This design comes from an exercise in tuning for small area and a short achievable clock period on the open sky130 flow, not from production work.
At most, simulation tests tie the RTL to the original design; equivalence was not proved.
The clock port is modelled as an ideal driver, which makes a skipped or thinned clock tree look cheaper than it is; a real chip needs a root buffer or a tree.
No activity file was given, so power comes from the tool's default toggle rates.

// reservation_station
module reservation_station #(
    parameter RS_SIZE = 8,
    parameter PR_BITS = 6,
    parameter ROB_SIZE = 16,
    parameter ROB_BITS = $clog2(ROB_SIZE)
)(
    input  logic clk,
    input  logic rst,
    input  logic                  dispatch_en,
    input  logic [PR_BITS-1:0]    src1,
    input  logic [PR_BITS-1:0]    src2,
    input  logic [PR_BITS-1:0]    dst,
    input  logic                  src1_ready,
    input  logic                  src2_ready,
    input  logic                  use_imm,
    input  logic [31:0]           imm,
    input  logic [ROB_BITS-1:0]   alloc_rob_idx,
    input  logic                  dispatch_is_branch,
    input  logic [31:0]           dispatch_pc,
    input logic [1:0] dispatch_br_type,
    input  logic                  wb_valid,
    input  logic [PR_BITS-1:0]    wb_phys,
    input  logic                  issue_grant,
    output logic [1:0] issue_br_type,
    output logic                  issue_valid,
    output logic [PR_BITS-1:0]    issue_src1,
    output logic [PR_BITS-1:0]    issue_src2,
    output logic [PR_BITS-1:0]    issue_dst,
    output logic                  issue_use_imm,
    output logic [31:0]           issue_imm,
    output logic                  issue_is_branch,
    output logic [31:0]           issue_pc,
    output logic [ROB_BITS-1:0]   issue_rob_idx,
    output logic [$clog2(RS_SIZE)-1:0] issue_idx,
    output logic                  rs_full
);
export LEC_CHECK = 0
export CAP_MARGIN = 20
export CORE_MARGIN = 2
export CORE_UTILIZATION = 65
export PLACE_DENSITY = 0.75
export SETUP_SLACK_MARGIN = 2.0
export SLEW_MARGIN = 20
export TNS_END_PERCENT = 5
create_clock -name core_clock -period 4.5 [get_ports {clk}]
standard.sh (not shown) runs the stock make flow with config.mk's settings and CLKGATE_MAP_FILE= SYNTH_SCRIPT=/design/flow/synth_recipe.tcl, a recipe that flattens the netlist after the stock synthesis.
==> flow/flow/run.sh <==
#!/bin/bash
# Standard ORFS layout, with plain buffers on the ports instead of the
# delay-cell buffers that buffer_ports picks by default, extra settings from
# flow/extra.mk, and flow/post_cts.tcl run at the end of CTS.
set -euo pipefail
EXTRA=()
[[ -f flow/extra.mk ]] && while IFS= read -r l; do [[ -n "$l" ]] && EXTRA+=("$l"); done < flow/extra.mk
bash standard.sh "BUFFER_PORTS_ARGS=-buffer_cell sky130_fd_sc_hd__buf_1" "POST_CTS_TCL=$PWD/flow/post_cts.tcl" "${EXTRA[@]}" finish > flow_standard.log 2>&1
==> flow/flow/extra.mk <==
CTS_ARGS=-sink_clustering_enable -repair_clock_nets -dont_use_dummy_load -sink_clustering_size 24 -sink_clustering_max_diameter 80
==> flow/flow/post_cts.tcl <==
set block [ord::get_db_block]
set root [$block findInst clkbuf_0_clk]
if {$root != "NULL"} {
  set in_net [[$root findITerm A] getNet]
  set out_net [[$root findITerm X] getNet]
  set loads {}
  foreach it [$out_net getITerms] {
    if {[$it getInst] != $root} { lappend loads $it }
  }
  if {[llength $loads] <= 4 && [llength [$out_net getBTerms]] == 0} {
    puts "post_cts: removing [$root getName], clock port now feeds [llength $loads] buffers"
    foreach it $loads {
      $it disconnect
      $it connect $in_net
    }
    odb::dbInst_destroy $root
    odb::dbNet_destroy $out_net
    estimate_parasitics -placement
    repair_timing_helper
    detailed_placement
    check_placement -verbose
  } else {
    puts "post_cts: root buffer kept ([llength $loads] loads)"
  }
}
Edit:
SETUP_SLACK_MARGIN = 2.5   (was 2.0)
The new run passed the timing, DRC and antenna checks; first-iteration DRC count increases by about a fifth; fmax increases slightly; setup slack gains 0.024 ns; power increases by a few percent.
Edit:
SETUP_SLACK_MARGIN = 2.3   (was 2.5)
Global-route usage went down by 0.38 points.
Hold slack improved by 0.0042 ns.
Area after synthesis stays the same.
Register-to-register slack got worse by 0.09 ns.
Worst setup slack gets worse by 0.044 ns.
Clock-buffer cell count is unchanged.
Clock power barely changes.
Combinational power barely changes.
No functional check of the RTL was part of any run of this note.

run A:
Another version of the RTL of reservation_station (not shown whole).
Size: roughly 1,600 cells after synthesis, ~780 flip-flops, ~200 I/O pins, roughly 29,000 um^2 of cells after synthesis.
Settings: LEC_CHECK=0, CAP_MARGIN=20, CORE_MARGIN=2, CORE_UTILIZATION=65, PLACE_DENSITY=0.75, SETUP_SLACK_MARGIN=2.1, SLEW_MARGIN=20, TNS_END_PERCENT=5; clock period 4.5 ns.
Scripts as last shown in full above: flow/flow/run.sh, flow/flow/extra.mk, flow/flow/post_cts.tcl
### run A -> run B
- swapping 2.1 for 2.0 in SETUP_SLACK_MARGIN
- swapping 0.75 for 0.7 in PLACE_DENSITY
- swapping 65 for 60 in CORE_UTILIZATION
[summary]
- Run B: routed wire length 0.88% above run A
- Re fraction of registers with async set or reset after synthesis: no difference whatsoever between run B and run A.
- Run B vs. run A: post-layout instance count excluding filler cells now sits higher; die area now sits higher; max capacitance violation total now sits at about the same level.
diff inputs: run B => run C
- CORE_UTILIZATION: 60 -> 65
- SETUP_SLACK_MARGIN: 2.0 -> 2.45
- PLACE_DENSITY: 0.7 -> 0.75
### Flow results
- Run B and run C ended up with roughly the same clock-net power.
- Run C against run B: clock network fraction of total power went down 0.4 points, final net count increased 0.80%.
- Per the comparison of run C with run B, final instance area picked up an extra about 2.2%; total length of routed wires shows an increase of about 3.4%; sequential power comparable; detailed placer's ending HPWL down 1900 um.
- Proportion of cell area occupied by multi-input gates in run C is 0.76 points above run B.
- Comparing run B against run C, there is no change at all in total negative slack for setup checks.
- The final reports for run C and run B show final total power higher in the former.
- Looking at area of placed instances, run C sits about 0.43% below run B.
[inputs] run D vs run C
- a change of SETUP_SLACK_MARGIN from 2.45 to 2.0
==> flow/flow/extra.mk <==
CTS_ARGS=-sink_clustering_enable -repair_clock_nets -dont_use_dummy_load -sink_clustering_size 24 -sink_clustering_max_diameter 80
DONT_USE_CELLS=sky130_fd_sc_hd__probe_p_8 sky130_fd_sc_hd__probec_p_8 sky130_fd_sc_hd__lpflow_bleeder_1 sky130_fd_sc_hd__lpflow_clkbufkapwr_1 sky130_fd_sc_hd__lpflow_clkbufkapwr_16 sky130_fd_sc_hd__lpflow_clkbufkapwr_2 sky130_fd_sc_hd__lpflow_clkbufkapwr_4 sky130_fd_sc_hd__lpflow_clkbufkapwr_8 sky130_fd_sc_hd__lpflow_clkinvkapwr_1 sky130_fd_sc_hd__lpflow_clkinvkapwr_16 sky130_fd_sc_hd__lpflow_clkinvkapwr_2 sky130_fd_sc_hd__lpflow_clkinvkapwr_4 sky130_fd_sc_hd__lpflow_clkinvkapwr_8 sky130_fd_sc_hd__lpflow_decapkapwr_12 sky130_fd_sc_hd__lpflow_decapkapwr_3 sky130_fd_sc_hd__lpflow_decapkapwr_4 sky130_fd_sc_hd__lpflow_decapkapwr_6 sky130_fd_sc_hd__lpflow_decapkapwr_8 sky130_fd_sc_hd__lpflow_inputiso0n_1 sky130_fd_sc_hd__lpflow_inputiso0p_1 sky130_fd_sc_hd__lpflow_inputiso1n_1 sky130_fd_sc_hd__lpflow_inputiso1p_1 sky130_fd_sc_hd__lpflow_inputisolatch_1 sky130_fd_sc_hd__lpflow_isobufsrc_1 sky130_fd_sc_hd__lpflow_isobufsrc_16 sky130_fd_sc_hd__lpflow_isobufsrc_2 sky130_fd_sc_hd__lpflow_isobufsrc_4 sky130_fd_sc_hd__lpflow_isobufsrc_8 sky130_fd_sc_hd__lpflow_isobufsrckapwr_16 sky130_fd_sc_hd__lpflow_lsbuf_lh_hl_isowell_tap_1 sky130_fd_sc_hd__lpflow_lsbuf_lh_hl_isowell_tap_2 sky130_fd_sc_hd__lpflow_lsbuf_lh_hl_isowell_tap_4 sky130_fd_sc_hd__lpflow_lsbuf_lh_isowell_4 sky130_fd_sc_hd__lpflow_lsbuf_lh_isowell_tap_1 sky130_fd_sc_hd__lpflow_lsbuf_lh_isowell_tap_2 sky130_fd_sc_hd__lpflow_lsbuf_lh_isowell_tap_4 sky130_fd_sc_hd__or3_1 sky130_fd_sc_hd__or3_2 sky130_fd_sc_hd__or3_4 sky130_fd_sc_hd__or4_1 sky130_fd_sc_hd__or4_2 sky130_fd_sc_hd__or4_4 sky130_fd_sc_hd__or3b_1 sky130_fd_sc_hd__or3b_2 sky130_fd_sc_hd__or3b_4 sky130_fd_sc_hd__or4b_1 sky130_fd_sc_hd__or4b_2 sky130_fd_sc_hd__or4b_4 sky130_fd_sc_hd__or4bb_1 sky130_fd_sc_hd__or4bb_2 sky130_fd_sc_hd__or4bb_4
### Flow results
Compared with run C, in run D highest clock frequency the design can meet went up about 2.4%, die area went up by 220 um^2, setup slack after layout now sits higher, via count fell 3.0%.
Input-level comparison between run E and run D:
- SETUP_SLACK_MARGIN now 2.3, was 2.0
- TNS_END_PERCENT now 100, was 5
==> flow/flow/extra.mk <==
CTS_ARGS=-sink_clustering_enable -repair_clock_nets -dont_use_dummy_load -sink_clustering_size 24 -sink_clustering_max_diameter 80
- Summary of run E over run D: average wire per standard cell up about 17%, pre-CTS setup slack up 0.041 ns, sequential share of layout area went down 7.3 points.
- Looking at combinational group share of total power across run E and run D, the one that comes out lower is run D.
- In the metrics for run E and run D, the one carrying the lower effective utilization at floorplan is run E.
- On final area, run E does worse than run D.
- Run E completed; timing, DRC and antenna clean

v6:
Another version of the RTL of reservation_station (not shown whole).
For scale: roughly 1600 cells after synthesis, ~770 flip-flops, roughly 200 I/O pins, roughly 28000 um^2 of cells after synthesis.
Design reservation_station, start of the top module:
module reservation_station #(
    parameter RS_SIZE = 8,
    parameter PR_BITS = 6,
    parameter ROB_SIZE = 16,
    parameter ROB_BITS = $clog2(ROB_SIZE)
)(
    input  logic clk,
    input  logic rst,
    input  logic                  dispatch_en,
    input  logic [PR_BITS-1:0]    src1,
    input  logic [PR_BITS-1:0]    src2,
    input  logic [PR_BITS-1:0]    dst,
    input  logic                  src1_ready,
    input  logic                  src2_ready,
    input  logic                  use_imm,
    input  logic [31:0]           imm,
    input  logic [ROB_BITS-1:0]   alloc_rob_idx,
    input  logic                  dispatch_is_branch,
    input  logic [31:0]           dispatch_pc,
    input logic [1:0] dispatch_br_type,
    input  logic                  wb_valid,
    input  logic [PR_BITS-1:0]    wb_phys,
    input  logic                  issue_grant,
    output logic [1:0] issue_br_type,
    output logic                  issue_valid,
    output logic [PR_BITS-1:0]    issue_src1,
    output logic [PR_BITS-1:0]    issue_src2,
    output logic [PR_BITS-1:0]    issue_dst,
    output logic                  issue_use_imm,
    output logic [31:0]           issue_imm,
    output logic                  issue_is_branch,
    output logic [31:0]           issue_pc,
    output logic [ROB_BITS-1:0]   issue_rob_idx,
    output logic [$clog2(RS_SIZE)-1:0] issue_idx,
    output logic                  rs_full
);
make LEC_CHECK=0 CAP_MARGIN=20 CORE_MARGIN=2 CORE_UTILIZATION=40 PLACE_DENSITY=0.6 SETUP_SLACK_MARGIN=1.6 SLEW_MARGIN=20 finish   # period 4.5 ns
run.sh (not shown) runs the stock make flow with config.mk's settings and CLKGATE_MAP_FILE= SYNTH_SCRIPT=/design/flow/synth_recipe.tcl, a recipe that flattens the netlist after the stock synthesis.
Stock flow here: none of the scripts above is used.
diff inputs: v6 => v7
==> flow/flow/run.sh (new file) <==
#!/bin/bash
# Standard ORFS layout, with plain buffers on the ports instead of the
# delay-cell buffers that buffer_ports picks by default.
set -euo pipefail
EXTRA=()
[[ -f flow/extra.mk ]] && while IFS= read -r l; do [[ -n "$l" ]] && EXTRA+=("$l"); done < flow/extra.mk
bash standard.sh "BUFFER_PORTS_ARGS=-buffer_cell sky130_fd_sc_hd__buf_1" "${EXTRA[@]}" finish > flow_standard.log 2>&1
==> flow/flow/extra.mk (new file) <==
CTS_ARGS=-sink_clustering_enable -repair_clock_nets -dont_use_dummy_load
==> flow/standard.sh (new file) <==
#!/bin/bash
# synth_recipe.tcl (not shown) runs the flow's synth.tcl, then flattens the netlist and writes it again
# the make line also repeats each setting of config.mk as NAME=value (left out here)
make -C /OpenROAD-flow-scripts/flow DESIGN_CONFIG=/design/flow/config.mk WORK_HOME=/design/flow/orfs CLKGATE_MAP_FILE= SYNTH_SCRIPT=/design/flow/synth_recipe.tcl "${@:-finish}"
-- flow/config.mk --
<<< v6, line 8
export CAP_MARGIN = 20
export CORE_MARGIN = 2
export CORE_UTILIZATION = 40
export PLACE_DENSITY = 0.6
export SETUP_SLACK_MARGIN = 1.6
export SLEW_MARGIN = 20
>>> v7, line 8
export CAP_MARGIN = 20
export CORE_MARGIN = 2
export CORE_UTILIZATION = 65
export PLACE_DENSITY = 0.75
export SETUP_SLACK_MARGIN = 1.6
export SLEW_MARGIN = 20
removed: flow/run.sh
### Flow results
- Comparing the two runs side by side, v7 comes out ahead of v6 on highest clock rate.
- Between v6 and v7, the routed via count is lower for v7.
- v7 vs v6: total power down in v7
- NOTE standard-cell row count v6->v7 decreased by more than 10%
- v7 ended with less vertical extent of the die than v6.
- Going from v6 to v7, routability-driven placement congestion ratio grew by more than 10%.
- Looking at relative slew slack across both flows, v7 is the stronger of the two, with v6 trailing.
- In v7, the fraction of area in multi-input gates came out 0.31 points above the value in v6.

==> port drivers added, routing unchanged <==
The results above use ideal ports. As a check the final layouts listed here were re-extracted and re-timed, cells and wires unchanged. Step 1: set_driving_cell puts a clkbuf_16 on clk and a buf_2 on each other input, an assumption about the parent block. Step 2 also shifts input and output timing later by t, the mid clock arrival at the registers, as if the neighbouring blocks saw the same clock. a / b / c = ideal / step 1 / step 2; a / b = the first two.
| run | t, ns | slack for setup (ns) | worst slew at a driven data input, ns |
|---|---|---|---|
| the first run of note 1 | 0.509 | 1.889 / 1.809 / 1.448 | 0.09 |
| the second run of note 1 | 0.505 | 1.913 / 1.803 / 1.476 | 0.09 |
| the third run of note 1 | 0.508 | 1.869 / 1.797 / 1.435 | 0.12 |
| run A | 0.499 | 1.898 / 1.811 / 1.462 | 0.11 |
| run B | 0.492 | 1.861 / 1.804 / 1.441 | 0.14 |
| run C | 0.504 | 1.826 / 1.769 / 1.379 | 0.10 |
| run D | 0.500 | 1.888 / 1.780 / 1.461 | 0.10 |
| run E | 0.517 | 1.771 / 1.664 / 1.289 | 0.15 |
| v6 | 0.689 | 1.475 / 1.417 / 1.006 | 0.12 |
| v7 | 0.636 | 1.624 / 1.566 / 1.103 | 0.09 |
After both steps every run listed still meets setup and hold. The setup slack of v7, which loses most, moves by -0.058 ns with the drivers and by -0.521 ns with both steps.
